From an optimization exercise on the open Yosys and OpenROAD flow, aimed at a short achievable clock period; shortcuts taken in it are not production practice. The RTL was checked by simulation tests, not by an equivalence proof against the original design. Power is estimated from default activity; no workload was simulated.

[flow/run.sh]
#!/bin/bash
# synth_recipe.tcl (not shown) runs the flow's synth.tcl, then flattens the netlist and writes it again
# the make line also repeats each setting of config.mk as NAME=value (left out here)
make -C /OpenROAD-flow-scripts/flow DESIGN_CONFIG=/design/flow/config.mk WORK_HOME=/design/flow/orfs CLKGATE_MAP_FILE= SYNTH_SCRIPT=/design/flow/synth_recipe.tcl finish
[flow/config.mk]
export PLATFORM = sky130hd
export DESIGN_NAME = uartprobe
export DESIGN_NICKNAME = uartprobe
export VERILOG_FILES = /design/flow/design.v
export SDC_FILE = /design/flow/constraint.sdc
export NUM_CORES = 4
export LEC_CHECK = 0
export ABC_CLOCK_PERIOD_IN_PS = 1500
export CAP_MARGIN = 20
export CORE_MARGIN = 2
export CORE_UTILIZATION = 40
export SETUP_SLACK_MARGIN = 2.6
export SLEW_MARGIN = 20
export SYNTH_HIERARCHICAL = 1
[flow/constraint.sdc]
create_clock -name core_clock -period 4.5 [get_ports {clk}]
set_input_delay 0.9000 -clock core_clock [delete_from_list [all_inputs] [get_ports {clk}]]
set_output_delay 0.9000 -clock core_clock [all_outputs]
set_load 0.01 [all_outputs]
[flow/design.v]
module uartprobe #(
    parameter [31:0] GPO_ON_RESET      = 32'hDEAD_BEEF,
    parameter [31:0] AXI_ADDR_ON_RESET = 32'b0
)(
input             clk,
input             m_aresetn,
input             rx_valid,
input      [ 7:0] rx_data,
output            rx_ready,
output            tx_valid,
output     [ 7:0] tx_data,
input             tx_ready,
output reg [31:0] gpo,
input      [31:0] gpi,
output     [31:0] m_axi_araddr,
input             m_axi_arready,
output     [ 2:0] m_axi_arsize,
output            m_axi_arvalid,
output     [31:0] m_axi_awaddr,
input             m_axi_awready,
output     [ 2:0] m_axi_awsize,
output            m_axi_awvalid,
output            m_axi_bready,
input      [ 1:0] m_axi_bresp,
input             m_axi_bvalid,
input      [31:0] m_axi_rdata,
output            m_axi_rready,
input      [ 1:0] m_axi_rresp,
input             m_axi_rvalid,
output reg [31:0] m_axi_wdata,
input             m_axi_wready,
output     [ 3:0] m_axi_wstrb,
output            m_axi_wvalid
);
reg         st_idle;
reg  [3:0]  st_gpo_rd;       
reg  [3:0]  st_gpo_wr;       
reg  [3:0]  st_adr_rd;       
reg  [3:0]  st_adr_wr;       
reg  [3:0]  st_dat_rd;       
reg  [3:0]  st_dat_wr;       
reg         st_rst_rd;       
reg         st_rct_wr;       
reg         st_wst_rd;       
reg         st_wct_wr;       
reg         st_rd;           
reg         st_wr;           
reg         tx_valid_q;      
reg  [31:0] st_gpi_rd;       
reg         rx_ready_r;      
reg         idle_rr;         
reg         wr_rr;           
reg  [ 7:0] tx_oth;          
reg         axi_rd_go;
reg         axi_wr_go;
reg         axi_wa_go;
reg  [31:0] axi_addr;        
reg  [31:0] addr_i;          
reg  [31:2] p4_q;            
reg  [31:0] axi_data;
reg         axi_ctrl_ae;
reg         axi_ctrl_rv;
reg         axi_ctrl_wv;
reg  [ 1:0] axi_ctrl_rr;
reg  [ 1:0] axi_ctrl_wr;
uartprobe_and2 u_rx_ready (.a(rx_ready_r), .b(rx_valid), .y(rx_ready));
assign tx_valid      = tx_valid_q;
genvar gb;
generate
    for (gb = 0; gb < 8; gb = gb + 1) begin : g_tx
        wire n0, n1, n2, n3;
        uartprobe_nand2 u_n0 (.a(st_gpi_rd[     gb]), .b(gpi[     gb]), .y(n0));
        uartprobe_nand2 u_n1 (.a(st_gpi_rd[ 8 + gb]), .b(gpi[ 8 + gb]), .y(n1));
        uartprobe_nand2 u_n2 (.a(st_gpi_rd[16 + gb]), .b(gpi[16 + gb]), .y(n2));
        uartprobe_a21oi u_n3 (.a1(st_gpi_rd[24 + gb]), .a2(gpi[24 + gb]),
                              .b1(tx_oth[gb]), .y(n3));
        uartprobe_nand4 u_o  (.a(n0), .b(n1), .c(n2), .d(n3), .y(tx_data[gb]));
    end
endgenerate
assign m_axi_arsize  = 3'b0;
assign m_axi_arvalid = axi_rd_go;
assign m_axi_awsize  = 3'b0;
assign m_axi_awvalid = axi_wa_go;
assign m_axi_bready  = m_axi_bvalid;
assign m_axi_rready  = m_axi_rvalid;
assign m_axi_wstrb   = 4'b1111;
assign m_axi_wvalid  = axi_wr_go;
assign m_axi_araddr  = axi_addr;
assign m_axi_awaddr  = axi_addr;
wire [5:0]  rc      = rx_data[5:0];
wire        enter;                            
wire        wr_acc;                           
uartprobe_and2 u_enter  (.a(idle_rr), .b(rx_valid), .y(enter));
uartprobe_and2 u_wr_acc (.a(wr_rr),   .b(rx_valid), .y(wr_acc));
wire        hold_rd = ~tx_ready;              
wire        hold_wr = ~wr_acc;                
wire        hold    = (st_rd & hold_rd) | (st_wr & hold_wr);
wire        n_idle  = st_idle ? ~(idle_rr & rx_valid & (rc != 6'h01)) : ~hold;
reg  [3:0]  d_gpi_rd, d_gpo_rd, d_gpo_wr, d_adr_rd, d_adr_wr, d_dat_rd, d_dat_wr;
integer i;
always @(*) begin
    for (i = 0; i < 4; i = i + 1) begin
        d_gpi_rd[i] = (rc == 6'h02 + i);
        d_gpo_rd[i] = (rc == 6'h06 + i);
        d_gpo_wr[i] = (rc == 6'h0A + i);
        d_adr_rd[i] = (rc == 6'h0E + i);
        d_adr_wr[i] = (rc == 6'h12 + i);
        d_dat_rd[i] = (rc == 6'h16 + i);
        d_dat_wr[i] = (rc == 6'h1A + i);
    end
end
wire        d_rst_rd = (rc == 6'h1E);
wire        d_rct_wr = (rc == 6'h1F);
wire        d_wst_rd = (rc == 6'h20);
wire        d_wct_wr = (rc == 6'h21);
wire        d_rd     = (|d_gpi_rd) | (|d_gpo_rd) | (|d_adr_rd) | (|d_dat_rd) |
                       d_rst_rd | d_wst_rd;
wire        d_wr     = (|d_gpo_wr) | (|d_adr_wr) | (|d_dat_wr) |
                       d_rct_wr | d_wct_wr;
wire [3:0]  n_gpo_rd = enter ? d_gpo_rd : st_gpo_rd & {4{hold_rd}};
wire [3:0]  n_gpo_wr = enter ? d_gpo_wr : st_gpo_wr & {4{hold_wr}};
wire [3:0]  n_adr_rd = enter ? d_adr_rd : st_adr_rd & {4{hold_rd}};
wire [3:0]  n_adr_wr = enter ? d_adr_wr : st_adr_wr & {4{hold_wr}};
wire [3:0]  n_dat_rd = enter ? d_dat_rd : st_dat_rd & {4{hold_rd}};
wire [3:0]  n_dat_wr = enter ? d_dat_wr : st_dat_wr & {4{hold_wr}};
wire        n_rst_rd = enter ? d_rst_rd : st_rst_rd & hold_rd;
wire        n_rct_wr = enter ? d_rct_wr : st_rct_wr & hold_wr;
wire        n_wst_rd = enter ? d_wst_rd : st_wst_rd & hold_rd;
wire        n_wct_wr = enter ? d_wct_wr : st_wct_wr & hold_wr;
wire        n_rd     = enter ? d_rd     : st_rd & hold_rd;
wire        n_wr     = enter ? d_wr     : st_wr & hold_wr;
always @(posedge clk, negedge m_aresetn) begin : p_fsm
    if (!m_aresetn) begin
        st_idle    <= 1'b0;
        st_gpo_rd  <= 4'b0;
        st_gpo_wr  <= 4'b0;
        st_adr_rd  <= 4'b0;
        st_adr_wr  <= 4'b0;
        st_dat_rd  <= 4'b0;
        st_dat_wr  <= 4'b0;
        st_rst_rd  <= 1'b0;
        st_rct_wr  <= 1'b0;
        st_wst_rd  <= 1'b0;
        st_wct_wr  <= 1'b0;
        st_rd      <= 1'b0;
        st_wr      <= 1'b0;
        tx_valid_q <= 1'b0;
        st_gpi_rd  <= 32'b0;
        idle_rr    <= 1'b0;
        wr_rr      <= 1'b0;
    end else begin
        st_idle    <= n_idle;
        st_gpo_rd  <= n_gpo_rd;
        st_gpo_wr  <= n_gpo_wr;
        st_adr_rd  <= n_adr_rd;
        st_adr_wr  <= n_adr_wr;
        st_dat_rd  <= n_dat_rd;
        st_dat_wr  <= n_dat_wr;
        st_rst_rd  <= n_rst_rd;
        st_rct_wr  <= n_rct_wr;
        st_wst_rd  <= n_wst_rd;
        st_wct_wr  <= n_wct_wr;
        st_rd      <= n_rd;
        st_wr      <= n_wr;
        tx_valid_q <= enter ? d_rd : tx_valid_q & hold_rd;
        for (i = 0; i < 32; i = i + 1)
            st_gpi_rd[i] <= enter ? d_gpi_rd[i / 8] : st_gpi_rd[i] & hold_rd;
        idle_rr    <= n_idle & rx_valid;
        wr_rr      <= n_wr & rx_valid;
    end
end
always @(posedge clk) rx_ready_r <= rx_valid;
wire        ctl_wr  = st_rct_wr | st_wct_wr;
wire        go_set  = st_wct_wr & rx_valid & rx_data[0];
wire        rv_d    = m_axi_rvalid | (axi_ctrl_rv & ~(st_rst_rd & tx_ready));
wire        wv_d    = m_axi_bvalid | (axi_ctrl_wv & ~(st_wst_rd & tx_ready));
wire [ 1:0] rr_d    = m_axi_rvalid ? m_axi_rresp : axi_ctrl_rr;
wire [ 1:0] wr_d    = m_axi_bvalid ? m_axi_bresp : axi_ctrl_wr;
wire [31:0] data_d  = m_axi_rvalid ? m_axi_rdata : axi_data;
wire        inc     = (m_axi_rvalid | m_axi_bvalid) & axi_ctrl_ae;
wire [31:0] addr_p4 = {p4_q, addr_i[1:0]};
wire [31:2] p4_p4;           
uartprobe_inc30 u_inc (.a(p4_q), .y(p4_p4));
reg  [31:0] addr_wr;         
always @(*) begin
    addr_wr = addr_i;
    if (wr_acc) begin
        if (st_adr_wr[0]) addr_wr[ 7: 0] = rx_data;
        if (st_adr_wr[1]) addr_wr[15: 8] = rx_data;
        if (st_adr_wr[2]) addr_wr[23:16] = rx_data;
        if (st_adr_wr[3]) addr_wr[31:24] = rx_data;
    end
end
wire [31:0] addr_d;          
wire [31:0] addr_di;         
wire [31:0] addr_ri;         
generate
    for (gb = 0; gb < 32; gb = gb + 1) begin : g_addr
        uartprobe_mux2 u_d  (.s(inc), .a(addr_wr[gb]), .b(addr_p4[gb]), .y(addr_d[gb]));
        uartprobe_mux2 u_di (.s(inc), .a(addr_wr[gb]), .b(addr_p4[gb]), .y(addr_di[gb]));
        uartprobe_mux2 u_ri (.s(inc), .a(addr_i[gb]),  .b(addr_p4[gb]), .y(addr_ri[gb]));
    end
endgenerate
wire [7:0]  rx_p1;
wire [7:0]  rx_p10;          
uartprobe_inc8 u_rx_p1  (.a(rx_data), .y(rx_p1));
uartprobe_inc8 u_rx_p10 (.a({2'b00, rx_data[7:2]}), .y(rx_p10));
wire        rx_one  = &rx_data;
wire        rx_one0 = &rx_data[7:2];
wire [3:0]  a_one   = {&addr_i[31:24], &addr_i[23:16], &addr_i[15:8], &addr_i[7:2]};
wire [31:0] a_p1    = {addr_i[31:24] + 8'd1, addr_i[23:16] + 8'd1,
                       addr_i[15:8] + 8'd1, addr_i[7:2] + 6'd1, 2'b00};
wire [3:0]  cyin    = {a_one[0] & a_one[1] & a_one[2], a_one[0] & a_one[1], a_one[0], 1'b1};
wire [3:0]  below   = {|st_adr_wr[2:0], |st_adr_wr[1:0], st_adr_wr[0], 1'b0};
wire [3:0]  e0      = {st_adr_wr[0] & a_one[1] & a_one[2], st_adr_wr[0] & a_one[1],
                       st_adr_wr[0], 1'b0};
wire [3:0]  e1      = {(st_adr_wr[1] & cyin[1] & a_one[2]) | (st_adr_wr[2] & cyin[2]),
                       st_adr_wr[1] & cyin[1], 2'b00};
wire [3:0]  cy_hi   = (e0 & {4{rx_one0}}) | (e1 & {4{rx_one}});
reg  [31:0] p4w;
integer k;
always @(*) begin
    p4w[1:0] = 2'b00;
    p4w[7:2] = st_adr_wr[0] ? rx_p10[5:0] : p4_q[7:2];
    for (k = 1; k < 4; k = k + 1)
        p4w[8 * k +: 8] = st_adr_wr[k] ? (cyin[k] ? rx_p1 : rx_data) :
                          below[k]     ? (cy_hi[k] ? a_p1[8 * k +: 8] : addr_i[8 * k +: 8]) :
                                         p4_q[8 * k +: 8];
end
wire [31:2] p4_w, p4_d;
generate
    for (gb = 2; gb < 32; gb = gb + 1) begin : g_p4
        uartprobe_mux2 u_w (.s(wr_acc), .a(p4_q[gb]), .b(p4w[gb]),  .y(p4_w[gb]));
        uartprobe_mux2 u_d (.s(inc),    .a(p4_w[gb]), .b(p4_p4[gb]), .y(p4_d[gb]));
    end
endgenerate
always @(posedge clk, negedge m_aresetn) begin : p_axi_go
    if (!m_aresetn) begin
        axi_rd_go <= 1'b0;
        axi_wa_go <= 1'b0;
        axi_wr_go <= 1'b0;
    end else begin
        if (m_axi_arready)
            axi_rd_go <= 1'b0;
        else if (st_rct_wr && rx_valid && rx_data[0])
            axi_rd_go <= 1'b1;
        if (m_axi_awready)
            axi_wa_go <= 1'b0;
        else if (go_set)
            axi_wa_go <= 1'b1;
        if (m_axi_wready)
            axi_wr_go <= 1'b0;
        else if (go_set)
            axi_wr_go <= 1'b1;
    end
end
always @(posedge clk, negedge m_aresetn) begin : p_axi_ctrl
    if (!m_aresetn) begin
        axi_ctrl_ae <= 1'b1;
        axi_ctrl_rv <= 1'b1;
        axi_ctrl_wv <= 1'b1;
    end else begin
        if (ctl_wr && rx_valid)
            axi_ctrl_ae <= rx_data[1];
        axi_ctrl_rv <= rv_d;
        axi_ctrl_wv <= wv_d;
    end
end
always @(posedge clk) begin : p_axi_resp
    axi_ctrl_rr <= rr_d;
    axi_ctrl_wr <= wr_d;
    axi_data    <= data_d;
end
always @(posedge clk) begin : p_axi_wdata
    if (st_dat_wr[0] && rx_valid) m_axi_wdata[ 7: 0] <= rx_data;
    if (st_dat_wr[1] && rx_valid) m_axi_wdata[15: 8] <= rx_data;
    if (st_dat_wr[2] && rx_valid) m_axi_wdata[23:16] <= rx_data;
    if (st_dat_wr[3] && rx_valid) m_axi_wdata[31:24] <= rx_data;
end
always @(posedge clk, negedge m_aresetn) begin : p_axi_addr
    if (!m_aresetn) begin
        axi_addr <= AXI_ADDR_ON_RESET;
        addr_i   <= AXI_ADDR_ON_RESET;
        p4_q     <= AXI_ADDR_ON_RESET[31:2] + 30'd1;
    end else begin
        axi_addr <= addr_d;
        addr_i   <= addr_di;
        p4_q     <= p4_d;
    end
end
always @(posedge clk, negedge m_aresetn) begin : p_gpo
    if (!m_aresetn) begin
        gpo <= GPO_ON_RESET;
    end else begin
        if (st_gpo_wr[0] && rx_valid) gpo[ 7: 0] <= rx_data;
        if (st_gpo_wr[1] && rx_valid) gpo[15: 8] <= rx_data;
        if (st_gpo_wr[2] && rx_valid) gpo[23:16] <= rx_data;
        if (st_gpo_wr[3] && rx_valid) gpo[31:24] <= rx_data;
    end
end
wire [ 7:0] rst_d   = {rr_d[0], 2'b00, rv_d, 2'b00, axi_ctrl_ae, 1'b0};
wire [ 7:0] wst_d   = {wr_d[0], 2'b00, wv_d, 2'b00, axi_ctrl_ae, 1'b0};
wire [ 7:0] n_tx_oth;
generate
    for (gb = 0; gb < 8; gb = gb + 1) begin : g_tx_oth
        wire e0, e1, e2, e3, e4, e5, e6, ey0, ey1;    
        wire s0, s1, s2, s3, s4, s5, s6, sy0, sy1;    
        wire ne0, ne1, ns;
        uartprobe_a22oi u_e0 (.a1(d_gpo_rd[0]), .a2(gpo[gb]),          .b1(d_gpo_rd[1]), .b2(gpo[8 + gb]),      .y(e0));
        uartprobe_a22oi u_e1 (.a1(d_gpo_rd[2]), .a2(gpo[16 + gb]),     .b1(d_gpo_rd[3]), .b2(gpo[24 + gb]),     .y(e1));
        uartprobe_a22oi u_e2 (.a1(d_adr_rd[0]), .a2(addr_ri[gb]),      .b1(d_adr_rd[1]), .b2(addr_ri[8 + gb]),  .y(e2));
        uartprobe_a22oi u_e3 (.a1(d_adr_rd[2]), .a2(addr_ri[16 + gb]), .b1(d_adr_rd[3]), .b2(addr_ri[24 + gb]), .y(e3));
        uartprobe_a22oi u_e4 (.a1(d_dat_rd[0]), .a2(data_d[gb]),       .b1(d_dat_rd[1]), .b2(data_d[8 + gb]),   .y(e4));
        uartprobe_a22oi u_e5 (.a1(d_dat_rd[2]), .a2(data_d[16 + gb]),  .b1(d_dat_rd[3]), .b2(data_d[24 + gb]),  .y(e5));
        uartprobe_a22oi u_s0 (.a1(st_gpo_rd[0]), .a2(gpo[gb]),          .b1(st_gpo_rd[1]), .b2(gpo[8 + gb]),      .y(s0));
        uartprobe_a22oi u_s1 (.a1(st_gpo_rd[2]), .a2(gpo[16 + gb]),     .b1(st_gpo_rd[3]), .b2(gpo[24 + gb]),     .y(s1));
        uartprobe_a22oi u_s2 (.a1(st_adr_rd[0]), .a2(addr_ri[gb]),      .b1(st_adr_rd[1]), .b2(addr_ri[8 + gb]),  .y(s2));
        uartprobe_a22oi u_s3 (.a1(st_adr_rd[2]), .a2(addr_ri[16 + gb]), .b1(st_adr_rd[3]), .b2(addr_ri[24 + gb]), .y(s3));
        uartprobe_a22oi u_s4 (.a1(st_dat_rd[0]), .a2(data_d[gb]),       .b1(st_dat_rd[1]), .b2(data_d[8 + gb]),   .y(s4));
        uartprobe_a22oi u_s5 (.a1(st_dat_rd[2]), .a2(data_d[16 + gb]),  .b1(st_dat_rd[3]), .b2(data_d[24 + gb]),  .y(s5));
        if (gb == 1 || gb == 4 || gb == 7) begin : g_st
            uartprobe_a22oi u_e6 (.a1(d_rst_rd),  .a2(rst_d[gb]), .b1(d_wst_rd),  .b2(wst_d[gb]), .y(e6));
            uartprobe_a22oi u_s6 (.a1(st_rst_rd), .a2(rst_d[gb]), .b1(st_wst_rd), .b2(wst_d[gb]), .y(s6));
            uartprobe_nand3 u_ey1 (.a(e4), .b(e5), .c(e6), .y(ey1));
            uartprobe_nand3 u_sy1 (.a(s4), .b(s5), .c(s6), .y(sy1));
        end else begin : g_nst
            uartprobe_nand2 u_ey1 (.a(e4), .b(e5), .y(ey1));
            uartprobe_nand2 u_sy1 (.a(s4), .b(s5), .y(sy1));
        end
        uartprobe_nand4 u_ey0 (.a(e0), .b(e1), .c(e2), .d(e3), .y(ey0));
        uartprobe_nand4 u_sy0 (.a(s0), .b(s1), .c(s2), .d(s3), .y(sy0));
        uartprobe_nand2 u_ne0 (.a(enter), .b(ey0), .y(ne0));
        uartprobe_nand2 u_ne1 (.a(enter), .b(ey1), .y(ne1));
        uartprobe_o21ai u_ns  (.a1(sy0), .a2(sy1), .b1(hold_rd), .y(ns));
        uartprobe_nand3 u_n   (.a(ne0), .b(ne1), .c(ns), .y(n_tx_oth[gb]));
    end
endgenerate
always @(posedge clk, negedge m_aresetn) begin : p_tx_oth
    if (!m_aresetn)
        tx_oth <= 8'b0;
    else
        tx_oth <= n_tx_oth;
end
endmodule
module uartprobe_nand2 (input a, input b, output y);
    assign y = ~(a & b);
endmodule
module uartprobe_and2 (input a, input b, output y);
    assign y = a & b;
endmodule
module uartprobe_a21oi (input a1, input a2, input b1, output y);
    assign y = ~((a1 & a2) | b1);
endmodule
module uartprobe_nand4 (input a, input b, input c, input d, output y);
    assign y = ~(a & b & c & d);
endmodule
module uartprobe_inc30 (input [29:0] a, output [29:0] y);
    wire p1_1;
    wire p1_2;
    wire p1_3;
    wire p1_4;
    wire p1_5;
    wire p1_6;
    wire p1_7;
    wire p1_8;
    wire p1_9;
    wire p1_10;
    wire p1_11;
    wire p1_12;
    wire p1_13;
    wire p1_14;
    wire p1_15;
    wire p1_16;
    wire p1_17;
    wire p1_18;
    wire p1_19;
    wire p1_20;
    wire p1_21;
    wire p1_22;
    wire p1_23;
    wire p1_24;
    wire p1_25;
    wire p1_26;
    wire p1_27;
    wire p1_28;
    wire i_a_0;
    wire p2_2;
    wire p2_3;
    wire p2_4;
    wire p2_5;
    wire p2_6;
    wire p2_7;
    wire p2_8;
    wire p2_9;
    wire p2_10;
    wire p2_11;
    wire p2_12;
    wire p2_13;
    wire p2_14;
    wire p2_15;
    wire p2_16;
    wire p2_17;
    wire p2_18;
    wire p2_19;
    wire p2_20;
    wire p2_21;
    wire p2_22;
    wire p2_23;
    wire p2_24;
    wire p2_25;
    wire p2_26;
    wire p2_27;
    wire p2_28;
    wire p3_4;
    wire i_p1_1;
    wire p3_5;
    wire p3_6;
    wire p3_7;
    wire p3_8;
    wire p3_9;
    wire p3_10;
    wire p3_11;
    wire p3_12;
    wire p3_13;
    wire p3_14;
    wire p3_15;
    wire p3_16;
    wire p3_17;
    wire p3_18;
    wire p3_19;
    wire p3_20;
    wire p3_21;
    wire p3_22;
    wire p3_23;
    wire p3_24;
    wire p3_25;
    wire p3_26;
    wire p3_27;
    wire p3_28;
    wire p4_8;
    wire p4_9;
    wire i_p2_2;
    wire p4_10;
    wire i_p2_3;
    wire p4_11;
    wire p4_12;
    wire p4_13;
    wire p4_14;
    wire p4_15;
    wire p4_16;
    wire p4_17;
    wire p4_18;
    wire p4_19;
    wire p4_20;
    wire p4_21;
    wire p4_22;
    wire p4_23;
    wire p4_24;
    wire p4_25;
    wire p4_26;
    wire p4_27;
    wire p4_28;
    wire p5_16;
    wire p5_17;
    wire p5_18;
    wire p5_19;
    wire i_p3_4;
    wire p5_20;
    wire i_p3_5;
    wire p5_21;
    wire i_p3_6;
    wire p5_22;
    wire i_p3_7;
    wire p5_23;
    wire p5_24;
    wire p5_25;
    wire p5_26;
    wire p5_27;
    wire p5_28;
    uartprobe_nand2 u1 (.a(a[1]), .b(a[0]), .y(p1_1));
    uartprobe_nand2 u2 (.a(a[2]), .b(a[1]), .y(p1_2));
    uartprobe_nand2 u3 (.a(a[3]), .b(a[2]), .y(p1_3));
    uartprobe_nand2 u4 (.a(a[4]), .b(a[3]), .y(p1_4));
    uartprobe_nand2 u5 (.a(a[5]), .b(a[4]), .y(p1_5));
    uartprobe_nand2 u6 (.a(a[6]), .b(a[5]), .y(p1_6));
    uartprobe_nand2 u7 (.a(a[7]), .b(a[6]), .y(p1_7));
    uartprobe_nand2 u8 (.a(a[8]), .b(a[7]), .y(p1_8));
    uartprobe_nand2 u9 (.a(a[9]), .b(a[8]), .y(p1_9));
    uartprobe_nand2 u10 (.a(a[10]), .b(a[9]), .y(p1_10));
    uartprobe_nand2 u11 (.a(a[11]), .b(a[10]), .y(p1_11));
    uartprobe_nand2 u12 (.a(a[12]), .b(a[11]), .y(p1_12));
    uartprobe_nand2 u13 (.a(a[13]), .b(a[12]), .y(p1_13));
    uartprobe_nand2 u14 (.a(a[14]), .b(a[13]), .y(p1_14));
    uartprobe_nand2 u15 (.a(a[15]), .b(a[14]), .y(p1_15));
    uartprobe_nand2 u16 (.a(a[16]), .b(a[15]), .y(p1_16));
    uartprobe_nand2 u17 (.a(a[17]), .b(a[16]), .y(p1_17));
    uartprobe_nand2 u18 (.a(a[18]), .b(a[17]), .y(p1_18));
    uartprobe_nand2 u19 (.a(a[19]), .b(a[18]), .y(p1_19));
    uartprobe_nand2 u20 (.a(a[20]), .b(a[19]), .y(p1_20));
    uartprobe_nand2 u21 (.a(a[21]), .b(a[20]), .y(p1_21));
    uartprobe_nand2 u22 (.a(a[22]), .b(a[21]), .y(p1_22));
    uartprobe_nand2 u23 (.a(a[23]), .b(a[22]), .y(p1_23));
    uartprobe_nand2 u24 (.a(a[24]), .b(a[23]), .y(p1_24));
    uartprobe_nand2 u25 (.a(a[25]), .b(a[24]), .y(p1_25));
    uartprobe_nand2 u26 (.a(a[26]), .b(a[25]), .y(p1_26));
    uartprobe_nand2 u27 (.a(a[27]), .b(a[26]), .y(p1_27));
    uartprobe_nand2 u28 (.a(a[28]), .b(a[27]), .y(p1_28));
    uartprobe_inv u29 (.a(a[0]), .y(i_a_0));
    uartprobe_nor2 u30 (.a(p1_2), .b(i_a_0), .y(p2_2));
    uartprobe_nor2 u31 (.a(p1_3), .b(p1_1), .y(p2_3));
    uartprobe_nor2 u32 (.a(p1_4), .b(p1_2), .y(p2_4));
    uartprobe_nor2 u33 (.a(p1_5), .b(p1_3), .y(p2_5));
    uartprobe_nor2 u34 (.a(p1_6), .b(p1_4), .y(p2_6));
    uartprobe_nor2 u35 (.a(p1_7), .b(p1_5), .y(p2_7));
    uartprobe_nor2 u36 (.a(p1_8), .b(p1_6), .y(p2_8));
    uartprobe_nor2 u37 (.a(p1_9), .b(p1_7), .y(p2_9));
    uartprobe_nor2 u38 (.a(p1_10), .b(p1_8), .y(p2_10));
    uartprobe_nor2 u39 (.a(p1_11), .b(p1_9), .y(p2_11));
    uartprobe_nor2 u40 (.a(p1_12), .b(p1_10), .y(p2_12));
    uartprobe_nor2 u41 (.a(p1_13), .b(p1_11), .y(p2_13));
    uartprobe_nor2 u42 (.a(p1_14), .b(p1_12), .y(p2_14));
    uartprobe_nor2 u43 (.a(p1_15), .b(p1_13), .y(p2_15));
    uartprobe_nor2 u44 (.a(p1_16), .b(p1_14), .y(p2_16));
    uartprobe_nor2 u45 (.a(p1_17), .b(p1_15), .y(p2_17));
    uartprobe_nor2 u46 (.a(p1_18), .b(p1_16), .y(p2_18));
    uartprobe_nor2 u47 (.a(p1_19), .b(p1_17), .y(p2_19));
    uartprobe_nor2 u48 (.a(p1_20), .b(p1_18), .y(p2_20));
    uartprobe_nor2 u49 (.a(p1_21), .b(p1_19), .y(p2_21));
    uartprobe_nor2 u50 (.a(p1_22), .b(p1_20), .y(p2_22));
    uartprobe_nor2 u51 (.a(p1_23), .b(p1_21), .y(p2_23));
    uartprobe_nor2 u52 (.a(p1_24), .b(p1_22), .y(p2_24));
    uartprobe_nor2 u53 (.a(p1_25), .b(p1_23), .y(p2_25));
    uartprobe_nor2 u54 (.a(p1_26), .b(p1_24), .y(p2_26));
    uartprobe_nor2 u55 (.a(p1_27), .b(p1_25), .y(p2_27));
    uartprobe_nor2 u56 (.a(p1_28), .b(p1_26), .y(p2_28));
    uartprobe_nand2 u57 (.a(p2_4), .b(a[0]), .y(p3_4));
    uartprobe_inv u58 (.a(p1_1), .y(i_p1_1));
    uartprobe_nand2 u59 (.a(p2_5), .b(i_p1_1), .y(p3_5));
    uartprobe_nand2 u60 (.a(p2_6), .b(p2_2), .y(p3_6));
    uartprobe_nand2 u61 (.a(p2_7), .b(p2_3), .y(p3_7));
    uartprobe_nand2 u62 (.a(p2_8), .b(p2_4), .y(p3_8));
    uartprobe_nand2 u63 (.a(p2_9), .b(p2_5), .y(p3_9));
    uartprobe_nand2 u64 (.a(p2_10), .b(p2_6), .y(p3_10));
    uartprobe_nand2 u65 (.a(p2_11), .b(p2_7), .y(p3_11));
    uartprobe_nand2 u66 (.a(p2_12), .b(p2_8), .y(p3_12));
    uartprobe_nand2 u67 (.a(p2_13), .b(p2_9), .y(p3_13));
    uartprobe_nand2 u68 (.a(p2_14), .b(p2_10), .y(p3_14));
    uartprobe_nand2 u69 (.a(p2_15), .b(p2_11), .y(p3_15));
    uartprobe_nand2 u70 (.a(p2_16), .b(p2_12), .y(p3_16));
    uartprobe_nand2 u71 (.a(p2_17), .b(p2_13), .y(p3_17));
    uartprobe_nand2 u72 (.a(p2_18), .b(p2_14), .y(p3_18));
    uartprobe_nand2 u73 (.a(p2_19), .b(p2_15), .y(p3_19));
    uartprobe_nand2 u74 (.a(p2_20), .b(p2_16), .y(p3_20));
    uartprobe_nand2 u75 (.a(p2_21), .b(p2_17), .y(p3_21));
    uartprobe_nand2 u76 (.a(p2_22), .b(p2_18), .y(p3_22));
    uartprobe_nand2 u77 (.a(p2_23), .b(p2_19), .y(p3_23));
    uartprobe_nand2 u78 (.a(p2_24), .b(p2_20), .y(p3_24));
    uartprobe_nand2 u79 (.a(p2_25), .b(p2_21), .y(p3_25));
    uartprobe_nand2 u80 (.a(p2_26), .b(p2_22), .y(p3_26));
    uartprobe_nand2 u81 (.a(p2_27), .b(p2_23), .y(p3_27));
    uartprobe_nand2 u82 (.a(p2_28), .b(p2_24), .y(p3_28));
    uartprobe_nor2 u83 (.a(p3_8), .b(i_a_0), .y(p4_8));
    uartprobe_nor2 u84 (.a(p3_9), .b(p1_1), .y(p4_9));
    uartprobe_inv u85 (.a(p2_2), .y(i_p2_2));
    uartprobe_nor2 u86 (.a(p3_10), .b(i_p2_2), .y(p4_10));
    uartprobe_inv u87 (.a(p2_3), .y(i_p2_3));
    uartprobe_nor2 u88 (.a(p3_11), .b(i_p2_3), .y(p4_11));
    uartprobe_nor2 u89 (.a(p3_12), .b(p3_4), .y(p4_12));
    uartprobe_nor2 u90 (.a(p3_13), .b(p3_5), .y(p4_13));
    uartprobe_nor2 u91 (.a(p3_14), .b(p3_6), .y(p4_14));
    uartprobe_nor2 u92 (.a(p3_15), .b(p3_7), .y(p4_15));
    uartprobe_nor2 u93 (.a(p3_16), .b(p3_8), .y(p4_16));
    uartprobe_nor2 u94 (.a(p3_17), .b(p3_9), .y(p4_17));
    uartprobe_nor2 u95 (.a(p3_18), .b(p3_10), .y(p4_18));
    uartprobe_nor2 u96 (.a(p3_19), .b(p3_11), .y(p4_19));
    uartprobe_nor2 u97 (.a(p3_20), .b(p3_12), .y(p4_20));
    uartprobe_nor2 u98 (.a(p3_21), .b(p3_13), .y(p4_21));
    uartprobe_nor2 u99 (.a(p3_22), .b(p3_14), .y(p4_22));
    uartprobe_nor2 u100 (.a(p3_23), .b(p3_15), .y(p4_23));
    uartprobe_nor2 u101 (.a(p3_24), .b(p3_16), .y(p4_24));
    uartprobe_nor2 u102 (.a(p3_25), .b(p3_17), .y(p4_25));
    uartprobe_nor2 u103 (.a(p3_26), .b(p3_18), .y(p4_26));
    uartprobe_nor2 u104 (.a(p3_27), .b(p3_19), .y(p4_27));
    uartprobe_nor2 u105 (.a(p3_28), .b(p3_20), .y(p4_28));
    uartprobe_nand2 u106 (.a(p4_16), .b(a[0]), .y(p5_16));
    uartprobe_nand2 u107 (.a(p4_17), .b(i_p1_1), .y(p5_17));
    uartprobe_nand2 u108 (.a(p4_18), .b(p2_2), .y(p5_18));
    uartprobe_nand2 u109 (.a(p4_19), .b(p2_3), .y(p5_19));
    uartprobe_inv u110 (.a(p3_4), .y(i_p3_4));
    uartprobe_nand2 u111 (.a(p4_20), .b(i_p3_4), .y(p5_20));
    uartprobe_inv u112 (.a(p3_5), .y(i_p3_5));
    uartprobe_nand2 u113 (.a(p4_21), .b(i_p3_5), .y(p5_21));
    uartprobe_inv u114 (.a(p3_6), .y(i_p3_6));
    uartprobe_nand2 u115 (.a(p4_22), .b(i_p3_6), .y(p5_22));
    uartprobe_inv u116 (.a(p3_7), .y(i_p3_7));
    uartprobe_nand2 u117 (.a(p4_23), .b(i_p3_7), .y(p5_23));
    uartprobe_nand2 u118 (.a(p4_24), .b(p4_8), .y(p5_24));
    uartprobe_nand2 u119 (.a(p4_25), .b(p4_9), .y(p5_25));
    uartprobe_nand2 u120 (.a(p4_26), .b(p4_10), .y(p5_26));
    uartprobe_nand2 u121 (.a(p4_27), .b(p4_11), .y(p5_27));
    uartprobe_nand2 u122 (.a(p4_28), .b(p4_12), .y(p5_28));
    uartprobe_inv u123 (.a(a[0]), .y(y[0]));
    uartprobe_xor2 u124 (.a(a[1]), .b(a[0]), .y(y[1]));
    uartprobe_xnor2 u125 (.a(a[2]), .b(p1_1), .y(y[2]));
    uartprobe_xor2 u126 (.a(a[3]), .b(p2_2), .y(y[3]));
    uartprobe_xor2 u127 (.a(a[4]), .b(p2_3), .y(y[4]));
    uartprobe_xnor2 u128 (.a(a[5]), .b(p3_4), .y(y[5]));
    uartprobe_xnor2 u129 (.a(a[6]), .b(p3_5), .y(y[6]));
    uartprobe_xnor2 u130 (.a(a[7]), .b(p3_6), .y(y[7]));
    uartprobe_xnor2 u131 (.a(a[8]), .b(p3_7), .y(y[8]));
    uartprobe_xor2 u132 (.a(a[9]), .b(p4_8), .y(y[9]));
    uartprobe_xor2 u133 (.a(a[10]), .b(p4_9), .y(y[10]));
    uartprobe_xor2 u134 (.a(a[11]), .b(p4_10), .y(y[11]));
    uartprobe_xor2 u135 (.a(a[12]), .b(p4_11), .y(y[12]));
    uartprobe_xor2 u136 (.a(a[13]), .b(p4_12), .y(y[13]));
    uartprobe_xor2 u137 (.a(a[14]), .b(p4_13), .y(y[14]));
    uartprobe_xor2 u138 (.a(a[15]), .b(p4_14), .y(y[15]));
    uartprobe_xor2 u139 (.a(a[16]), .b(p4_15), .y(y[16]));
    uartprobe_xnor2 u140 (.a(a[17]), .b(p5_16), .y(y[17]));
    uartprobe_xnor2 u141 (.a(a[18]), .b(p5_17), .y(y[18]));
    uartprobe_xnor2 u142 (.a(a[19]), .b(p5_18), .y(y[19]));
    uartprobe_xnor2 u143 (.a(a[20]), .b(p5_19), .y(y[20]));
    uartprobe_xnor2 u144 (.a(a[21]), .b(p5_20), .y(y[21]));
    uartprobe_xnor2 u145 (.a(a[22]), .b(p5_21), .y(y[22]));
    uartprobe_xnor2 u146 (.a(a[23]), .b(p5_22), .y(y[23]));
    uartprobe_xnor2 u147 (.a(a[24]), .b(p5_23), .y(y[24]));
    uartprobe_xnor2 u148 (.a(a[25]), .b(p5_24), .y(y[25]));
    uartprobe_xnor2 u149 (.a(a[26]), .b(p5_25), .y(y[26]));
    uartprobe_xnor2 u150 (.a(a[27]), .b(p5_26), .y(y[27]));
    uartprobe_xnor2 u151 (.a(a[28]), .b(p5_27), .y(y[28]));
    uartprobe_xnor2 u152 (.a(a[29]), .b(p5_28), .y(y[29]));
endmodule
module uartprobe_inc8 (input [7:0] a, output [7:0] y);
    assign y = a + 8'd1;
endmodule
module uartprobe_mux2 (input s, input a, input b, output y);
    assign y = s ? b : a;
endmodule
module uartprobe_nor2 (input a, input b, output y);
    assign y = ~(a | b);
endmodule
module uartprobe_inv (input a, output y);
    assign y = ~a;
endmodule
module uartprobe_xor2 (input a, input b, output y);
    assign y = a ^ b;
endmodule
module uartprobe_xnor2 (input a, input b, output y);
    assign y = ~(a ^ b);
endmodule
module uartprobe_nand3 (input a, input b, input c, output y);
    assign y = ~(a & b & c);
endmodule
module uartprobe_a22oi (input a1, input a2, input b1, input b2, output y);
    assign y = ~((a1 & a2) | (b1 & b2));
endmodule
module uartprobe_o21ai (input a1, input a2, input b1, output y);
    assign y = ~((a1 | a2) & b1);
endmodule
==> results of run 1 <==
[worst min path at each step]
stage	start	endpoint	slack, ns	cells after the start
final	m_aresetn	axi_wr_go	0.32	1
after global routing	m_aresetn	axi_wr_go	0.36	1
after CTS	m_aresetn	axi_wr_go	0.33	1
after detailed placement	st_idle	st_idle	0.45	1
after global placement	st_idle	st_idle	0.44	1
after floorplan	st_idle	st_idle	0.43	1
[sequential cells by signal, indices dropped and copies added (netlist names), 4 cells and up]
| signal | flops |
|---|---|
| m_axi_wdata | 32 |
| st_gpo_rd | 4 |
| st_gpo_wr | 4 |
| addr_i | 32 |
| gpo | 32 |
| st_adr_wr | 4 |
| tx_oth | 8 |
| st_dat_wr | 4 |
| st_gpi_rd | 32 |
| axi_data | 32 |
| p4_q | 30 |
| axi_addr | 32 |
| st_dat_rd | 4 |
| st_adr_rd | 4 |
[cells in the final DEF, fill, tap and decap left out, types with 11 or more instances in the layout]
cell type,count
a21o_1,37
a21oi_2,12
a22oi_2,106
buf_12,26
buf_2,106
buf_4,134
buf_6,74
clkbuf_1,15
clkbuf_16,32
clkdlybuf4s15_1,23
clkdlybuf4s50_1,37
dfrtp_1,160
dfrtp_2,18
dfstp_2,28
dfxtp_1,35
edfxtp_1,32
inv_1,18
mux2_2,98
mux2_4,169
mux2i_1,11
nand2_1,180
nand2_2,15
nand3_1,26
nand4_1,26
nor2_1,74
nor2_4,16
o21ai_0,23
o21ai_1,29
xnor2_1,40
xor2_1,16
[worst max-delay path: stages (launching register included)]
cell	delay, ns
dfrtp_1	0.37
nand4_1	0.17
buf_4	0.19
buf_6	0.11
buf_4	0.13
buf_6	0.11
nor2_4	0.19
buf_6	0.14
mux2_4	0.29
a21o_1	0.15
mux2_4	0.25
mux2_4	0.26
[area by class of cell]
| cell class | instances | area [sq um] |
|---|---|---|
| tap | 518 | 648.1 |
| fill | 3371 | 17370 |
| timing repair buffer | 419 | 3938 |
| inverter | 19 | 71.32 |
| clock inverter | 8 | 67.56 |
| clock buffer | 48 | 859.6 |
| multi-input combinational | 1016 | 9089 |
| sequential | 273 | 6874 |
[power by group]
group	switching, mW	internal, mW
Sequential	0.662	3.02
Combinational	1.67	2.24
Clock	1.04	1.31
[per-layer routing]
metal  vias up  global-route usage (%)  share of wire [%]
li1       5731                       -                  -
met1      6453                   33.43                 42
met2       460                   43.93                 50
met3       100                   3.547                5.9
met4         0                   6.778                2.7
met5         -                       0                  0
[what timing repair did]
action | 4_1_cts | 5_1_grt
setup endpoints to repair | 341 | 255
setup buffers | 108 | 46
resized for setup | 944 | 60
pin swaps | 70 | 44
gates cloned | 13 | 2
==> run_results.csv, run 1 <==
group,metric,value,unit
detailed_routing,drt-wirelength-per-cell,23.61,um
timing,finalCritPeriodShare,55.41,%
clocking,clk_root_buffer_cell,"clkbuf_16",
place,finalWeightedCongestion,0.9265,
timing,holdWs,0.3153,ns
yosys,syn_inst,1381,
timing,setup_tns,0,ns
clocking,cts_hold_buffers,0,
critical_path,worstPathMaxFanout,4,
critical_path,worst-setup-path-type,"reg -> reg",
place,dpl.hpwl,34370,um
place,post-place-ws,0.4174,ns
timing,fmax,401.0,MHz
finish,n_antenna_cell,0,
timing,hold_viol,0,
place,placed_area,18620,sq um
timing,final_max_slew_viol_count,0,
critical_path,crit_end,"p4_q[14]",
power,powerDensity,461.4,nW/um^2
finish,fin_cells,2301,
place,dp.cells,2076,
finish,final_area,21550,sq um
detailed_routing,firstDrtPassIters,5,
clocking,htreeDepth,1,
grt,grt_antenna_before_repair,1,
detailed_routing,route.detailed.drc,0,
clocking,cts_tree,"built",
grt,first_global_vias,12660,
finish,utilization,55.37,%
critical_path,end_kind,"register",
finish,drive_gt1_share,52.22,%
floorplan,initial_utilization,40.73,%
clocking,cts_buffers,30,
grt,grtUsageTotal,25.43,%
critical_path,startpoint,"addr_i[2]",
clocking,clkTransAtPathRegs,0.07,ns
timing,rsz0062_at_grt,"true",
critical_path,r2r.worst_path.cells,11,
critical_path,required,4.97,ns
clocking,cts.sinks,273,
timing,fin_worst_skew,0.02290,ns
power,power,9.942,mW
floorplan,dieWidth,203.1,um
critical_path,rr_startpoint,"addr_i[2]",
detailed_routing,via_count,12740,
clocking,insertion_delay,0.60,ns
power,leakagePower,9.581,nW
timing,tightest_slew,0.6774,ns
detailed_routing,routed_via_density,5.538,
yosys,synthesis.area,15850,sq um
detailed_routing,ant_nets,0,
timing,maxSlewHeadroom,54.36,%
hold_path,min_path_type,"in -> async",
timing,finalCriticalPeriod,2.494,ns
grt,grt_max_degree,74,
floorplan,die_area,41240,sq um
floorplan,rows,72,
power,ir_drop,0.0002891,V
yosys,post_synth.cell_area_avg,11.48,sq um
floorplan,core_area,38920,sq um
run,cap_violations,0,
yosys,yosys_warnings,7,
detailed_routing,first_iter_violations,795,
timing,worst_slack,2.006,ns
critical_path,arrival,2.97,ns
run_status,status,"finished clean",
floorplan,die_h,203.1,um
timing,finalSetupViolations,0,
critical_path,r2r_end,"p4_q[14]",
floorplan,design.portCount,238,
critical_path,rrSetupSlack,2.01,ns
finish,nets,1849,
place,io_buffer_count,225,
clocking,clock_path_buffers,3,
critical_path,worst_setup_path_start_kind,"register",
grt,grt_pass1_wl,79590,um
grt,overflow,0,
finish,area_growth,35.93,%
detailed_routing,wl,54330,um
==> run 2: changes to the inputs <==
--- a/flow/config.mk
+++ b/flow/config.mk
@@ -9,6 +9,6 @@
 export CAP_MARGIN = 20
 export CORE_MARGIN = 2
 export CORE_UTILIZATION = 40
-export SETUP_SLACK_MARGIN = 2.6
+export SETUP_SLACK_MARGIN = 3.0
 export SLEW_MARGIN = 20
 export SYNTH_HIERARCHICAL = 1
==> run_results.csv, run 2 <==
group,metric,value,unit
floorplan,rows,72,
timing,finalSetupViolations,0,
detailed_routing,firstDrtPassIters,5,
run,cap_violations,0,
critical_path,required,4.97,ns
clocking,insertion_delay,0.59,ns
finish,seq_area,6869,sq um
timing,tightest_slew,1.081,ns
critical_path,worst-setup-path-type,"in -> reg",
grt,grtUsageTotal,26.14,%
clocking,clkTransAtPathRegs,0.06,ns
critical_path,worstPathMaxFanout,10,
yosys,post_synth.cell_area_avg,11.48,sq um
grt,use_met3,3.884,%
floorplan,core_area,38920,sq um
power,leakagePower,10.30,nW
grt,grt_antenna_before_repair,0,
power,ir_drop,0.0003364,V
timing,final_max_slew_viol_count,0,
place,dpl.hpwl,35750,um
finish,drive_gt1_share,55.62,%
detailed_routing,routed_via_density,5.532,
place,dp.cells,2084,
detailed_routing,drt-wirelength-per-cell,24.20,um
grt,grt_max_degree,111,
run_status,status,"finished clean",
finish,nets,1897,
finish,area_growth,44.28,%
place,finalWeightedCongestion,0.9174,
critical_path,end_kind,"register",
timing,fin_worst_skew,0.01117,ns
clocking,htreeDepth,1,
place,io_buffer_count,225,
floorplan,design.portCount,238,
floorplan,dieWidth,203.1,um
timing,fmax,401.0,MHz
timing,finalCritPeriodShare,55.41,%
detailed_routing,ant_nets,0,
finish,final_common_cell,"mux2_4",
grt,grt_pass1_wl,81910,um
timing,hold_viol,0,
grt,met2_usage,44.24,%
power,powerDensity,478.7,nW/um^2
finish,final_cell_mix,"mux2_4 (220), nand2_1 (178), dfrtp_1 (164)",
yosys,synthesis.area,15850,sq um
floorplan,initial_utilization,40.73,%
place,placed_area,18880,sq um
clocking,cts_hold_buffers,0,
clocking,clk_root_buffer_cell,"clkbuf_16",
finish,final_area,22870,sq um
timing,finalCriticalPeriod,2.494,ns
floorplan,die_area,41240,sq um
finish,multi_input_area,9524,sq um
timing,maxSlewHeadroom,27.15,%
clocking,clock_path_buffers,3,
floorplan,die_h,203.1,um
grt,busiest_layer,"met2",
hold_path,min_path_type,"in -> async",
critical_path,worst_setup_path_start_kind,"input pin",
detailed_routing,via_count,13000,
finish,fillers,3212,
grt,overflow,0,
clocking,cts.sinks,273,
timing,rsz0062_at_grt,"true",
finish,utilization,58.77,%
clocking,cts_tree,"built",
yosys,syn_inst,1381,
detailed_routing,wl,56860,um
finish,fin_cells,2350,
timing,setup_tns,0,ns
detailed_routing,route.detailed.drc,0,
detailed_routing,first_iter_violations,999,
finish,n_antenna_cell,0,
clocking,cts_buffers,31,
grt,first_global_vias,12750,
critical_path,arrival,2.96,ns
power,power,10.95,mW
yosys,yosys_warnings,7,
grt,use_met1,33.80,%
[run 2: worst paths after layout]
path	startpoint	to	slack, ns	cells after the start
max in group asynchronous	m_aresetn	gpo[9]	3.38	2
worst min register to register	st_idle	st_idle	0.46	1
worst max-delay path	rx_data[0]	p4_q[31]	2.01	11
min in group core_clock	st_idle	st_idle	0.46	1
worst min-delay path	m_aresetn	st_rst_rd	0.26	1
worst max register to register	addr_i[2]	p4_q[22]	2.03	10
[run 2: layout make-up]
type / count / share of cell area (%)
Clock buffer: 36 / 3.693
Inverter: 19 / 0.3665
Multi-Input combinational cell: 1016 / 41.64
Tap cell: 518 / 2.834
Timing Repair Buffer: 466 / 20.43
Clock inverter: 22 / 0.9957
Sequential cell: 273 / 30.03
[run 2: power by group]
group	switching, mW	internal [mW]
sequential	0.652	3.02
clock	1.10	1.57
combinational	1.92	2.70
[run 2: what timing repair did]
action	in CTS	in global routing
hold endpoints to repair	0	0
pin swaps	78	49
cloned	21	10
setup endpoints to repair	413	360
buffers inserted	127	50
gates resized for setup	1005	114
[run 2: worst max-delay path, stage by stage]
cell	delay, ns
buf_8	0.14
nand4_1	0.12
buf_6	0.15
nor4_4	0.30
buf_6	0.17
o21ai_4	0.10
a211oi_2	0.26
xnor2_1	0.14
o221ai_1	0.12
mux2_4	0.28
mux2_4	0.27
[run 2: metrics by stage]
| step | setup slack, ns | hold WS (ns) |
|---|---|---|
| after detailed placement | 0.6050 | 0.4506 |
| after floorplan | 0.9505 | 0.4265 |
| after global routing | 1.962 | 0.2970 |
| after global placement | 0.6357 | 0.4439 |
| after CTS | 2.101 | 0.4617 |
| final | 2.006 | 0.2574 |
[run 2: metal layers]
layer / vias up / wire length, um / share of wire [%]
li1: 5841 / - / -
met1: 6527 / 22950 / 40
met2: 494 / 27620 / 49
met3: 139 / 3642 / 6.4
met4: 0 / 2645 / 4.7
met5: - / 0 / 0
==> run 3: changes to the inputs <==
--- a/flow/design.v
+++ b/flow/design.v
@@ -57,6 +57,8 @@
 reg  [31:0] axi_addr;        
 reg  [31:0] addr_i;          
 reg  [31:2] p4_q;            
+reg  [3:0]  a_one;           
+reg  [31:2] a_p1;            
 reg  [31:0] axi_data;
 reg         axi_ctrl_ae;
 reg         axi_ctrl_rv;
@@ -207,10 +209,15 @@
 uartprobe_inc8 u_rx_p10 (.a({2'b00, rx_data[7:2]}), .y(rx_p10));
 wire        rx_one  = &rx_data;
 wire        rx_one0 = &rx_data[7:2];
-wire [3:0]  a_one   = {&addr_i[31:24], &addr_i[23:16], &addr_i[15:8], &addr_i[7:2]};
-wire [31:0] a_p1    = {addr_i[31:24] + 8'd1, addr_i[23:16] + 8'd1,
-                       addr_i[15:8] + 8'd1, addr_i[7:2] + 6'd1, 2'b00};
 wire [3:0]  cyin    = {a_one[0] & a_one[1] & a_one[2], a_one[0] & a_one[1], a_one[0], 1'b1};
+function [3:0] a_one_of;
+    input [31:0] a;
+    a_one_of = {&a[31:24], &a[23:16], &a[15:8], &a[7:2]};
+endfunction
+function [31:2] a_p1_of;
+    input [31:0] a;
+    a_p1_of = {a[31:24] + 8'd1, a[23:16] + 8'd1, a[15:8] + 8'd1, a[7:2] + 6'd1};
+endfunction
 wire [3:0]  below   = {|st_adr_wr[2:0], |st_adr_wr[1:0], st_adr_wr[0], 1'b0};
 wire [3:0]  e0      = {st_adr_wr[0] & a_one[1] & a_one[2], st_adr_wr[0] & a_one[1],
                        st_adr_wr[0], 1'b0};
@@ -282,10 +289,14 @@
         axi_addr <= AXI_ADDR_ON_RESET;
         addr_i   <= AXI_ADDR_ON_RESET;
         p4_q     <= AXI_ADDR_ON_RESET[31:2] + 30'd1;
+        a_one    <= a_one_of(AXI_ADDR_ON_RESET);
+        a_p1     <= a_p1_of(AXI_ADDR_ON_RESET);
     end else begin
         axi_addr <= addr_d;
         addr_i   <= addr_di;
         p4_q     <= p4_d;
+        a_one    <= a_one_of(addr_di);
+        a_p1     <= a_p1_of(addr_di);
     end
 end
 always @(posedge clk, negedge m_aresetn) begin : p_gpo
--- a/flow/config.mk
+++ b/flow/config.mk
@@ -9,6 +9,6 @@
 export CAP_MARGIN = 20
 export CORE_MARGIN = 2
 export CORE_UTILIZATION = 40
-export SETUP_SLACK_MARGIN = 3.0
+export SETUP_SLACK_MARGIN = 2.6
 export SLEW_MARGIN = 20
 export SYNTH_HIERARCHICAL = 1
==> run_results.csv, run 3 <==
group,metric,value,unit
run_status,status,"finished clean",
floorplan,core_area,41110,sq um
timing,fmax,440.3,MHz
critical_path,worst_setup_path_start_kind,"register",
floorplan,design.portCount,238,
detailed_routing,first_iter_violations,1022,
floorplan,die_h,208.7,um
clocking,cts_tree,"built",
timing,setup_tns,0,ns
timing,final_max_slew_viol_count,0,
place,finalWeightedCongestion,0.9140,
floorplan,rows,74,
finish,nets,2015,
timing,rsz0062_at_grt,"true",
power,leakagePower,10.50,nW
detailed_routing,wl,58740,um
grt,grt_pass1_wl,87510,um
finish,area_growth,41.66,%
clocking,cts_hold_buffers,0,
hold_path,min_path_type,"in -> async",
clocking,cts_buffers,35,
detailed_routing,via_count,13990,
grt,overflow,0,
grt,grtUsageTotal,26.18,%
critical_path,worstPathMaxFanout,8,
clocking,insertion_delay,0.54,ns
critical_path,worst-setup-path-type,"reg -> reg",
timing,hold_viol,0,
yosys,yosys_warnings,7,
power,powerDensity,477.7,nW/um^2
clocking,clk_root_buffer_cell,"clkbuf_16",
floorplan,dieWidth,208.7,um
power,ir_drop,0.0002420,V
detailed_routing,firstDrtPassIters,5,
grt,first_global_vias,14160,
detailed_routing,route.detailed.drc,0,
timing,tightest_slew,0.5993,ns
place,io_buffer_count,225,
power,power,11.34,mW
floorplan,initial_utilization,40.76,%
yosys,syn_inst,1511,
place,dpl.hpwl,37550,um
floorplan,die_area,43550,sq um
finish,final_cell_mix,"nand2_1 (223), dfrtp_1 (192), mux2_4 (167)",
critical_path,r2r.worst_path.cells,9,
critical_path,arrival,2.68,ns
detailed_routing,drt-wirelength-per-cell,23.65,um
yosys,synthesis.area,16760,sq um
clocking,htreeDepth,2,
critical_path,required,4.91,ns
finish,final_common_cell,"nand2_1",
timing,finalCriticalPeriod,2.271,ns
timing,fin_worst_skew,0.02451,ns
detailed_routing,routed_via_density,5.634,
grt,grt_antenna_before_repair,0,
run,cap_violations,0,
clocking,clock_path_buffers,3,
timing,finalCritPeriodShare,50.47,%
finish,utilization,57.74,%
timing,holdWs,0.2175,ns
yosys,post_synth.cell_area_avg,11.09,sq um
detailed_routing,ant_nets,0,
grt,grt_max_degree,125,
finish,drive_gt1_share,50.67,%
critical_path,end_kind,"register",
clocking,clkTransAtPathRegs,0.07,ns
clocking,cts.sinks,300,
finish,n_antenna_cell,0,
timing,finalSetupViolations,0,
timing,maxSlewHeadroom,59.95,%
-- run 3: worst paths after layout --
path                       slack [ns]          start       endpoint
hold reg to reg                  0.47  st_gpi_rd[13]  st_gpi_rd[13]
max in group asynchronous        3.10      m_aresetn         gpo[3]
setup reg to reg                 2.23    axi_ctrl_ae      tx_oth[5]
hold / removal                   0.22      m_aresetn      addr_i[1]
setup / recovery                 2.23    axi_ctrl_ae      tx_oth[5]
min in group core_clock          0.47  st_gpi_rd[13]  st_gpi_rd[13]
-- run 3: report_power, final --
group	internal, mW	switching [mW]	leakage (nW)
Clock	1.62	1.20	0.554
Sequential	3.34	0.646	3.67
Combinational	2.49	2.03	6.28
-- run 3: layout make-up --
cell class,instances,area [sq um]
clock inverter,13,85.08
sequential,300,7546
timing repair buffer,461,4514
tap,532,665.6
inverter,27,123.9
multi-input combinational,1100,9756
clock buffer,51,1047
fill,3476,17370
-- run 3: what timing repair did --
| item | 4_1_cts | 5_1_grt |
|---|---|---|
| resized for setup | 1031 | 83 |
| setup endpoints to repair | 367 | 217 |
| buffers inserted | 133 | 41 |
| pin swaps | 124 | 82 |
| gates cloned | 17 | 2 |
-- run 3: per-layer routing --
metal | global-route usage [%] | share of wire, % | vias to the layer above
li1 | - | - | 6274
met1 | 33.52 | 41 | 7019
met2 | 43.85 | 49 | 538
met3 | 4.133 | 6.0 | 163
met4 | 11.53 | 4.4 | 0
met5 | 0 | 0 | -
-- run 3: metrics by stage --
stage	std cells	area [sq um]	setup slack [ns]
finish	2484	23740	2.229
global placement	2226	19700	0.6519
CTS	2440	23090	2.208
global route	2484	23740	2.187
floorplan	1519	17010	0.7348
detailed placement	2226	19710	0.7111
-- run 3: critical path: stages (launching register included) --
cell and delay, ns:
dfstp_2 0.54, o21a_4 0.19, buf_12 0.17, buf_12 0.12, buf_16 0.13, mux2_4 0.33, a22oi_2 0.17, nand4_1 0.20
o21ai_2 0.17, nand3_1 0.09
==> run 4: changes to the inputs <==
--- a/flow/design.v
+++ b/flow/design.v
@@ -98,27 +98,16 @@
 wire        hold_wr = ~wr_acc;                
 wire        hold    = (st_rd & hold_rd) | (st_wr & hold_wr);
 wire        n_idle  = st_idle ? ~(idle_rr & rx_valid & (rc != 6'h01)) : ~hold;
-reg  [3:0]  d_gpi_rd, d_gpo_rd, d_gpo_wr, d_adr_rd, d_adr_wr, d_dat_rd, d_dat_wr;
+wire [3:0]  d_gpi_rd, d_gpo_rd, d_gpo_wr, d_adr_rd, d_adr_wr, d_dat_rd, d_dat_wr;
+wire        d_rst_rd, d_rct_wr, d_wst_rd, d_wct_wr, d_rd, d_wr;
+uartprobe_dec u_dec (
+    .rc(rc),
+    .gpi_rd(d_gpi_rd), .gpo_rd(d_gpo_rd), .gpo_wr(d_gpo_wr), .adr_rd(d_adr_rd),
+    .adr_wr(d_adr_wr), .dat_rd(d_dat_rd), .dat_wr(d_dat_wr),
+    .rst_rd(d_rst_rd), .rct_wr(d_rct_wr), .wst_rd(d_wst_rd), .wct_wr(d_wct_wr),
+    .rd(d_rd), .wr(d_wr)
+);
 integer i;
-always @(*) begin
-    for (i = 0; i < 4; i = i + 1) begin
-        d_gpi_rd[i] = (rc == 6'h02 + i);
-        d_gpo_rd[i] = (rc == 6'h06 + i);
-        d_gpo_wr[i] = (rc == 6'h0A + i);
-        d_adr_rd[i] = (rc == 6'h0E + i);
-        d_adr_wr[i] = (rc == 6'h12 + i);
-        d_dat_rd[i] = (rc == 6'h16 + i);
-        d_dat_wr[i] = (rc == 6'h1A + i);
-    end
-end
-wire        d_rst_rd = (rc == 6'h1E);
-wire        d_rct_wr = (rc == 6'h1F);
-wire        d_wst_rd = (rc == 6'h20);
-wire        d_wct_wr = (rc == 6'h21);
-wire        d_rd     = (|d_gpi_rd) | (|d_gpo_rd) | (|d_adr_rd) | (|d_dat_rd) |
-                       d_rst_rd | d_wst_rd;
-wire        d_wr     = (|d_gpo_wr) | (|d_adr_wr) | (|d_dat_wr) |
-                       d_rct_wr | d_wct_wr;
 wire [3:0]  n_gpo_rd = enter ? d_gpo_rd : st_gpo_rd & {4{hold_rd}};
 wire [3:0]  n_gpo_wr = enter ? d_gpo_wr : st_gpo_wr & {4{hold_wr}};
 wire [3:0]  n_adr_rd = enter ? d_adr_rd : st_adr_rd & {4{hold_rd}};
@@ -641,6 +630,30 @@
     uartprobe_xnor2 u151 (.a(a[28]), .b(p5_27), .y(y[28]));
     uartprobe_xnor2 u152 (.a(a[29]), .b(p5_28), .y(y[29]));
 endmodule
+module uartprobe_dec (
+    input  [5:0] rc,
+    output reg [3:0] gpi_rd, gpo_rd, gpo_wr, adr_rd, adr_wr, dat_rd, dat_wr,
+    output rst_rd, rct_wr, wst_rd, wct_wr, rd, wr
+);
+    integer i;
+    always @(*) begin
+        for (i = 0; i < 4; i = i + 1) begin
+            gpi_rd[i] = (rc == 6'h02 + i);
+            gpo_rd[i] = (rc == 6'h06 + i);
+            gpo_wr[i] = (rc == 6'h0A + i);
+            adr_rd[i] = (rc == 6'h0E + i);
+            adr_wr[i] = (rc == 6'h12 + i);
+            dat_rd[i] = (rc == 6'h16 + i);
+            dat_wr[i] = (rc == 6'h1A + i);
+        end
+    end
+    assign rst_rd = (rc == 6'h1E);
+    assign rct_wr = (rc == 6'h1F);
+    assign wst_rd = (rc == 6'h20);
+    assign wct_wr = (rc == 6'h21);
+    assign rd     = (|gpi_rd) | (|gpo_rd) | (|adr_rd) | (|dat_rd) | rst_rd | wst_rd;
+    assign wr     = (|gpo_wr) | (|adr_wr) | (|dat_wr) | rct_wr | wct_wr;
+endmodule
 module uartprobe_inc8 (input [7:0] a, output [7:0] y);
     assign y = a + 8'd1;
 endmodule
--- a/flow/config.mk
+++ b/flow/config.mk
@@ -8,7 +8,7 @@
 export ABC_CLOCK_PERIOD_IN_PS = 1500
 export CAP_MARGIN = 20
 export CORE_MARGIN = 2
-export CORE_UTILIZATION = 40
+export CORE_UTILIZATION = 35
 export SETUP_SLACK_MARGIN = 2.6
 export SLEW_MARGIN = 20
 export SYNTH_HIERARCHICAL = 1
==> run_results.csv, run 4 <==
group,metric,value,unit
run_status,status,"finished clean",
finish,nets,2029,
run,cap_violations,0,
critical_path,end_kind,"primary output",
timing,finalCritPeriodShare,50.87,%
floorplan,die_area,49640,sq um
finish,fin_cells,2583,
floorplan,rows,80,
grt,grt_max_degree,119,
detailed_routing,wl,60640,um
power,power.switching,3.280,mW
clocking,cts_hold_buffers,0,
clocking,cts_tree,"built",
clocking,clkTransAtPathRegs,0.06,ns
yosys,yosys_warnings,8,
yosys,synthesis.area,16750,sq um
clocking,clk_root_buffer_cell,"clkbuf_16",
timing,final_max_slew_viol_count,0,
timing,setup_tns,0,ns
grt,grtUsageTotal,23.50,%
place,dpl.hpwl,37330,um
timing,fmax,436.9,MHz
timing,fin_worst_skew,0.01983,ns
place,finalWeightedCongestion,0.8976,
yosys,syn_inst,1512,
power,p_int,7.008,mW
finish,area_growth,45.84,%
power,leakagePower,10.67,nW
finish,final_common_cell,"nand2_1",
critical_path,rrSetupSlack,2.34,ns
finish,n_antenna_cell,0,
detailed_routing,via_count,13960,
critical_path,required,3.60,ns
power,p_sw_share,31.88,%
place,io_buffer_count,225,
detailed_routing,route.detailed.drc,0,
floorplan,design.portCount,238,
detailed_routing,ant_nets,0,
clocking,clock_path_buffers,3,
clocking,htreeDepth,2,
timing,holdWs,0.3500,ns
critical_path,worst_setup_path_start_kind,"input pin",
critical_path,worst-setup-path-type,"in -> out",
grt,grt_pass1_wl,88440,um
timing,finalCriticalPeriod,2.289,ns
finish,final_cell_mix,"nand2_1 (194), dfrtp_1 (187), mux2_4 (163)",
power,ir_drop,0.0002751,V
finish,final_area,24430,sq um
clocking,cts.sinks,300,
finish,drive_gt1_share,51.93,%
floorplan,initial_utilization,35.31,%
floorplan,dieWidth,222.8,um
power,pwr-share-clk,31.0,%
detailed_routing,first_iter_violations,1229,
clocking,insertion_delay,0.57,ns
power,powerDensity,421.0,nW/um^2
timing,finalSetupViolations,0,
detailed_routing,routed_via_density,5.406,
place,dp.cells,2292,
grt,first_global_vias,14080,
clocking,cts_buffers,37,
yosys,post_synth.cell_area_avg,11.08,sq um
hold_path,min_path_type,"in -> async",
critical_path,r2r_end,"tx_oth[3]",
floorplan,die_h,222.8,um
timing,maxSlewHeadroom,32.45,%
floorplan,core_area,47450,sq um
critical_path,rr_startpoint,"axi_ctrl_ae",
timing,tightest_slew,1.013,ns
timing,rsz0062_at_grt,"true",
place,placed_area,19720,sq um
critical_path,arrival,1.39,ns
critical_path,r2r.worst_path.cells,8,
detailed_routing,drt-wirelength-per-cell,23.48,um
detailed_routing,firstDrtPassIters,6,
timing,hold_viol,0,
grt,grt_antenna_before_repair,0,
power,combPwrFrac,33.5,%
critical_path,worstPathMaxFanout,1,
power,pwr-share-seq,35.5,%
grt,overflow,0,
## run 4: how the worst max path moves through the flow
stage / from / end / cells past startpoint
after detailed placement: rx_data[4] / p4_q[31] / 10
after CTS: st_gpi_rd[29] / tx_data[5] / 3
after global placement: rx_data[4] / p4_q[31] / 10
after floorplan: m_axi_rvalid / a_p1[22] / 7
final: gpi[29] / tx_data[5] / 4
after global routing: st_gpi_rd[29] / tx_data[5] / 3
## run 4: cell type report
type / instances / area [sq um]
fill: 4137 / 23010
multi-input combinational: 1104 / 9912
sequential: 300 / 7557
timing repair buffer: 472 / 4786
clock buffer: 55 / 1054
tap: 615 / 769.5
clock inverter: 13 / 240.2
inverter: 24 / 116.4
## run 4: what timing repair did
| action | 4_1_cts | 5_1_grt |
|---|---|---|
| pin swaps | 106 | 81 |
| gates cloned | 16 | 3 |
| resized for setup | 1030 | 139 |
| endpoints found under the setup margin | 401 | 255 |
| setup buffers | 154 | 50 |
## run 4: power groups by stage
| stage | combinational, mW | clock [mW] | sequential (mW) |
|---|---|---|---|
| finish | 3.45 | 3.19 | 3.65 |
| detailed placement | 2.64 | 0 | 3.73 |
| global placement | 2.61 | 0 | 3.71 |
| global route | 3.62 | 3.35 | 3.70 |
| CTS | 3.18 | 3.23 | 3.63 |
| floorplan | 1.75 | 0 | 3.61 |
## run 4: metrics by stage
step	total power, mW	utilization [%]	setup WS [ns]
floorplan	5.362	-	0.8833
global placement	6.320	41.56	0.7354
detailed placement	6.361	41.56	0.7153
CTS	10.05	49.16	2.197
global route	10.67	51.50	2.164
finish	10.29	51.50	2.211
## run 4: worst max-delay path, cell delays in order
cell	delay [ns]
buf_6	0.10
a21oi_2	0.15
nand4_1	0.09
buf_2	0.15
## run 4: per-layer routing
metal,part of all wire (%),vias to the layer above,wire [um],track usage [%]
met5,0.094,-,57,0.8798
met3,6.6,129,3987,5.501
met2,48,531,29360,38.68
met4,3.9,2,2336,9.309
li1,-,6298,-,-
met1,41,7004,24900,29.76

what the ideal ports hide:
The flow's constraints put no driver on any port. The routed layouts listed below were extracted and timed again, unchanged, in two steps. Step 1, drivers: a clkbuf_16 drives clk and a buf_2 each remaining input, both assumed. Step 2, shift: input delay + t, output delay - t, t = (earliest + latest rising clock arrival at the registers) / 2. This alone moves slack from input paths to output paths. a / b / c = no drivers / after step 1 / after step 2; a / b = the first two.
run	t, ns	slack for setup (ns)	worst hold slack (ns)	worst slew at a driven data input, ns	cell pins on the clock port's net
run 1	0.636	2.006 / 2.006 / 1.421	0.315 / 0.306 / 0.464	0.08	1
run 2	0.639	2.006 / 2.009 / 1.370	0.257 / 0.274 / 0.459	0.07	1
run 3	0.583	2.229 / 2.193 / 1.664	0.218 / 0.213 / 0.473	0.10	1
run 4	0.621	2.211 / 2.168 / 1.669	0.350 / 0.347 / 0.459	0.07	1
After both steps every run listed still meets setup and hold. The setup slack of run 2, which loses most, moves by +0.003 ns with the drivers and by -0.636 ns with both steps.
